This design comes from an exercise in tuning for small area and a short achievable clock period on the open sky130 flow, not from production work.
Function was checked by simulation only, so behaviour that the tests miss may differ from the original.
Power figures rest on the tool's default switching activity, not on a simulated workload.

==> flow/design.v, too long to show whole: its modules and the start of the top module <==
// module alu: 37 lines
// module mul32p: 892 lines
// module cond_check: 28 lines
// module decoder: 67 lines
// module data_path: 316 lines
module data_path (
    input  wire        clk,
    input  wire        reset,
    input  wire [31:0] instr,
    input  wire [31:0] read_data,
    input  wire        irq,
    input  wire        firq,
    output wire [31:0] pc,
    output wire [31:0] addr_data,
    output wire [31:0] write_data,
    output wire        we
);
  // ...
==> flow/flow/run.sh <==
#!/bin/bash
# Layout: the standard ORFS flow (standard.sh), unchanged except that
# timing repair (floorplan, CTS and global-route repair_timing) aims for a
# larger setup slack than the default and uses only unbuffer, sizing, pin
# swap and cloning moves (no rebuffering), so that it sizes the critical
# paths instead of stopping once the 15 ns clock is met.  The SDC, clock
# period, synthesis and every other step are the standard ones.
set -euo pipefail
cd "$(dirname "$0")/.."
bash standard.sh SETUP_SLACK_MARGIN=9.5 SETUP_MOVE_SEQUENCE=unbuffer,sizeup,swap,clone finish > flow_make.log 2>&1
==> flow/standard.sh <==
#!/bin/bash
# synth_recipe.tcl (not shown) runs the flow's synth.tcl, then flattens the netlist and writes it again
# the make line also repeats each setting of config.mk as NAME=value (left out here)
make -C /OpenROAD-flow-scripts/flow DESIGN_CONFIG=/design/flow/config.mk WORK_HOME=/design/flow/orfs CLKGATE_MAP_FILE= SYNTH_SCRIPT=/design/flow/synth_recipe.tcl "${@:-finish}"
==> flow/config.mk <==
export PLATFORM = sky130hd
export DESIGN_NAME = data_path
export DESIGN_NICKNAME = data_path
export VERILOG_FILES = /design/flow/design.v
export SDC_FILE = /design/flow/constraint.sdc
export NUM_CORES = 4
export LEC_CHECK = 0
export CAP_MARGIN = 30
export CELL_PAD_IN_SITES_DETAIL_PLACEMENT = 1
export CELL_PAD_IN_SITES_GLOBAL_PLACEMENT = 2
export CORE_MARGIN = 2
export CORE_UTILIZATION = 45
export CTS_CLUSTER_DIAMETER = 100
export CTS_CLUSTER_SIZE = 20
export PLACE_DENSITY = 0.55
export SLEW_MARGIN = 30
==> flow/constraint.sdc <==
create_clock -name core_clock -period 15.0 [get_ports {clk}]
set_input_delay 3.0000 -clock core_clock [delete_from_list [all_inputs] [get_ports {clk}]]
set_output_delay 3.0000 -clock core_clock [all_outputs]
set_load 0.01 [all_outputs]
==> metrics.md, run 1 <==
| Metric | Value |
|---|---|
| Status | `no timing/DRC/antenna violations` |
| Hold Path Depth | `0` |
| Post-Synth Adder-Cell Area | `9.03%` |
| HP Start | `instr_d[29]` |
| GPL Wtd Cong | `1.04` |
| Setup-failing EPs final | `0` |
| FP Rows | `149` |
| Bufs w/o clock | `496` |
| Final global-route overflow total | `0` |
| CTS sink cnt | `1193` |
| CP required | `15.62 ns` |
| Uppermost layer routed | `met5` |
| Share of Yosys cell area claimed by the top area cell type | `33.5%` |
| Starting Density | `45.2%` |
| CP Depth | `23` |
| Final Util | `51.7%` |
| Timing-limited maximum frequency | `0.150 GHz` |
| EDFF count, synth | `832` |
| Hold Path End | `cond_e[1]` |
| Clock buffer count from CTS | `72` |
| Min cycle time layout | `6.67 ns` |
| Tot GR Track Use | `46.5%` |
| Synth cell types | `98` |
| Met1 wire length | `146 mm` |
| Post-synthesis sequential area ratio | `43.5%` |
| Most common cell on crit path | `fa_1` |
| GRT met3 Usage | `14.7%` |
| Reg2reg start | `rd1_e[3]` |
| WP buf/inv | `5` |
| Max_slew headroom | `20.5%` |
| Hpwl dp | `270 mm` |
| Synth-to-Final Area Change | `14.3%` |
| Setup Fix Bufs, Post-CTS | `0` |
| Arr. time, crit path | `7.29 ns` |
| Seq cells | `1193` |
| Top_reg_cell synth | `edfxtp_1` |
| WHS | `0.333 ns` |
| Max FFs per register | `832` |
| Most common cell after layout, fill and taps aside | `edfxtp_1` |
==> run 2, diff against run 1 <==
--- a/flow/config.mk
+++ b/flow/config.mk
@@ -5,6 +5,7 @@
 export SDC_FILE = /design/flow/constraint.sdc
 export NUM_CORES = 4
 export LEC_CHECK = 0
+export ABC_AREA = 1
 export CAP_MARGIN = 30
 export CELL_PAD_IN_SITES_DETAIL_PLACEMENT = 1
 export CELL_PAD_IN_SITES_GLOBAL_PLACEMENT = 2
==> run 2 against run 1 <==
  * Critical path type unchanged
  * Setup slack gained 0.23 ns
  * Largest power group unchanged
  * Clock power rose by 2%
  * Area after synthesis up 1.3%
  * Highest routed layer unchanged
  * Global-route usage is 0.69 points higher
  * Power decreased by 8.2%
  * Still clean on timing, DRC and antenna
  * Synthesized cell count grew 24%
  * Critical endpoint is now alu_result_m[30]
  * Routed wire length rose by 2.6%
  * Die area grew 1.3%
  * Maximum frequency increased by 3.6%
  * Critical path depth increased by 1
  * Register-to-register slack improved by 0.23 ns
  * Sequential share of layout area about the same
==> metrics.md, run 2 <==
| Metric | Value |
|---|---|
| Nets | `9415` |
| Timing-limited maximum frequency | `0.155 GHz (+3.6%)` |
| Place WS | `6.84 ns` |
| Die Wd | `414 µm` |
| Critical path's largest stage delay | `0.57 ns` |
| Initial antenna violation count | `35` |
| Post-Route WL | `421 mm` |
| Initial DRC Count | `11000` |
| Crit-path max FO | `8` |
| Post-route setup TNS | `0 ns` |
| Tot GR Track Use | `47.2% (+0.69 points)` |
| Max_slew headroom | `19.3% (-1.2 points)` |
| Post-synth top area cell | `edfxtp_1` |
| Status | `no timing/DRC/antenna violations` |
| RSZ-0062 raised after global routing | `true` |
| Most frequent cells in the layout | `nand2_1, inv_1, edfxtp_1` |
| Top_reg_cell synth | `edfxtp_1` |
| GPL Wtd Cong | `1.05 (+0.61%)` |
| I/O Pins | `165` |
| Synth cell types | `78 (-20%)` |
| Placed inst area | `80500 µm²` |
| Startpoint Class | `register` |
| Layout cells sized above 1 | `10.4%` |
| Post-synth top cells | `nand2_1, inv_1, edfxtp_1` |
| H-tree levels | `3` |
| CTS tree | `yes` |
| Hold Path Depth | `0 (unchanged)` |
| HP Class | `reg2reg` |
| Reg2Reg Depth | `24` |
| Drt drc | `0` |
| Detail Route Antenna Nets | `0` |
| Final Cycle Share | `42.9%` |
| CTS sink cnt | `1193 (unchanged)` |
| First-pass GRT wire length | `564 mm` |
| Vias | `75000` |
| Setup-failing EPs final | `0 (unchanged)` |
| Mapped Cells | `8889` |
| Clk buf depth | `3` |
| Slew Limit Fails | `0` |
| Synth Register Bits | `1193` |
| Most common cell after layout, fill and taps aside | `nand2_1` |
| Crit Path Category | `reg2reg` |
| CORE AREA | `167000 µm²` |
| EDFF count, synth | `832 (unchanged)` |
| Starting Density | `45.2% (about the same)` |
| Max FFs per register | `832 (unchanged)` |
| Design area | `85300 µm²` |
| Die height | `414 µm` |
| Worst setup margin | `8.56 ns` |
| Asr flop ratio synth | `3.02%` |
| Final hold violation count | `0` |
| Synthesized cell area | `75500 µm²` |
| Via-to-Cell Ratio | `6.69` |
| Largest net degree at the start of global routing | `118` |
| Later-pin clock latency in the skew report | `0.79 ns` |
| DR WL/cell | `37.6 µm` |
| Leakage power | `34.5 nW` |
| Max VDD drop | `693 µV` |
| Post-synthesis sequential area ratio | `42.9% (-0.57 points)` |
| Worst-margin pin slew | `1.18 ns` |
| Arr. time, crit path | `7.13 ns (-0.16 ns)` |
| Full die area | `171000 µm²` |
| Syn Nets | `9363` |
| Setup Fix Bufs, Post-CTS | `0 (unchanged)` |
| Design Power | `18.3 mW` |
| Pwr Density | `215 nW/µm²` |
| Clock buffer count from CTS | `74 (+2.8%)` |
| Biggest register | `g_rf.q` |
| Port buffer count | `164` |
| Fin Clk Skew | `0.0750 ns` |
| FP Rows | `150 (+0.67%)` |
| Most numerous cell in the Yosys netlist | `nand2_1` |
| Vias in the first global route | `72300` |
| 1st-pass router iterations | `7` |
| Min cycle time layout | `6.44 ns (-0.230 ns)` |
| CP Capture Type | `register` |
| Synth-to-Final Area Change | `13.0%` |
| Synth Warn # | `4` |
| Max cap viols | `0` |
| Hpwl dp | `297 mm (+10%)` |
| Synth area leaders | `edfxtp_1, nand2_1, dfxtp_1, fa_1, inv_1` |
| Share of Yosys cell area claimed by the top area cell type | `33.1% (-0.44 points)` |
| Slowest cell on the critical path | `fa_1` |
| Clk root buf | `clkbuf_16` |
| CP required | `15.69 ns (+0.07 ns)` |
| Final global-route overflow total | `0 (unchanged)` |
| Most common cell on crit path | `fa_1` |
| Worst path cell trace | `clkinvlp_4 > o22ai_2 > xor2_1 > fa_1 > fa_1 > inv_2 > fa_1 > fa_1 > inv_2 > fa_2 > ha_4 > nand2_1 > o21ai_2 > a31oi_1 > o21ai_1 > a21o_1 > nand3_2 > nand2_2 > nand4_1 > nand4_1 > nand3_2 > nand3_2 > nand2_1 > inv_1` |
| Clock transition at path regs | `0.09 ns` |
| Avg Cell Area, Syn | `8.49 µm²` |
[run 2: cell count changes after synthesis, moves of 66 or more]
cell	before	now
inv_1	375	1108
nand3_1	102	168
and2_1	91	13
o22ai_1	104	590
o21ai_0	300	538
nand2_1	541	1987
clkbuf_1	412	335
a22oi_1	507	7
xnor2_1	338	66
mux2_2	123	0
mux2i_1	266	6
nor2_1	502	615
xor2_1	136	364
[run 2: critical path: cells and delay by family (launching register included)]
family          cells  cell delay (ns)
fa+ha+maj           6             2.92
flops               1             0.52
simple gates        8             1.14
buf+inv             4             0.68
compound gates      5             0.90
xor+xnor            1             0.23
[run 2: timing repair]
| action | in CTS | in global routing |
|---|---|---|
| hold buffers | 0 | 0 |
| pin swaps | 18 | 136 |
| cloned | 15 | 20 |
| resized for setup | 167 | 315 |
| setup endpoints to repair | 154 | 95 |
[run 2: path summary, 6_finish.rpt]
check,end,slack [ns],startpoint
max in group asynchronous,pc_f[5],11.48,reset
hold / removal,cond_e[1],0.33,instr_d[29]
min in group asynchronous,pc_f[1],2.43,reset
setup reg to reg,alu_result_m[30],8.56,rd1_e[16]
hold reg to reg,cond_e[1],0.33,instr_d[29]
setup / recovery,alu_result_m[30],8.56,rd1_e[16]
[run 2: logic make-up (layout without fill, tap and decap cells)]
group / Yosys count / in the layout / synth area share [%]
simple gates: 3131 / 3132 / 17.3
xor+xnor: 430 / 430 / 4.99
compound gates: 2056 / 2056 / 17.3
other cells: 0 / 19 / 0
mux: 6 / 6 / 0.0796
fa+ha+maj: 406 / 406 / 8.91
buf+inv: 1667 / 1760 / 8.55
flops: 1193 / 1193 / 42.9
[run 2: metrics by stage]
step / util, % / cells / hold slack (ns)
after global placement: 48.2 / 11000 / 0.313
after CTS: 50.0 / 11200 / 0.332
after detailed placement: 48.3 / 11000 / 0.313
final: 51.1 / 11200 / 0.332
after global routing: 51.1 / 11200 / 0.338
after floorplan: - / 8889 / 0.310
[run 2: area by class of cell]
class                   instances  area [µm²]
diodes                         19        47.5
inverters                    1198        4680
multi-input cells            6030       38900
clock inverters                15         201
flip-flops and latches       1193       32500
repair buffers                429        4070
repair inverters               15         101
fillers                     19300       81600
clock buffers                 103        2000
well taps                    2204        2760
[run 2: routing by layer]
layer / GRT usage, % / wire length (µm) / vias to the layer above
li1: - / - / 30500
met1: 58.6 / 151000 / 37100
met2: 70.1 / 178000 / 5626
met3: 12.9 / 51500 / 1713
met4: 35.0 / 40800 / 24
met5: 0.424 / 226 / -
[run 2: where the power goes]
group	switching [mW]	internal (mW)	total, mW
combinational	7.91	3.99	11.9
sequential	0.378	3.83	4.21
clock	1.25	0.959	2.21
total	9.54	8.79	18.3

## static timing again, ports no longer ideal
The results above use ideal ports. As a check the final layouts listed here were re-extracted and re-timed, cells and wires unchanged. Step 1 (the two cells are an assumption about what drives the block):
set clk [get_ports {clk}]
set_driving_cell -lib_cell sky130_fd_sc_hd__clkbuf_16 $clk
set_driving_cell -lib_cell sky130_fd_sc_hd__buf_2 [delete_from_list [all_inputs] $clk]
Step 2 also shifts input and output timing later by t, the mid clock arrival at the registers, as if the neighbouring blocks saw the same clock. a / b / c = ideal / step 1 / step 2; a / b = the first two.
run | t, ns | slack for setup (ns) | latest minus earliest clock arrival (ns) | worst slew at a driven data input, ns
run 1 | 0.829 | 8.332 / 8.333 / 8.333 | 0.050 / 0.049 | 0.44
run 2 | 0.850 | 8.562 / 8.562 / 8.147 | 0.076 / 0.075 | 0.33
After both steps every run listed still meets setup and hold. The setup slack of run 2, which loses most, moves by 0.000 ns with the drivers and by -0.415 ns with both steps.
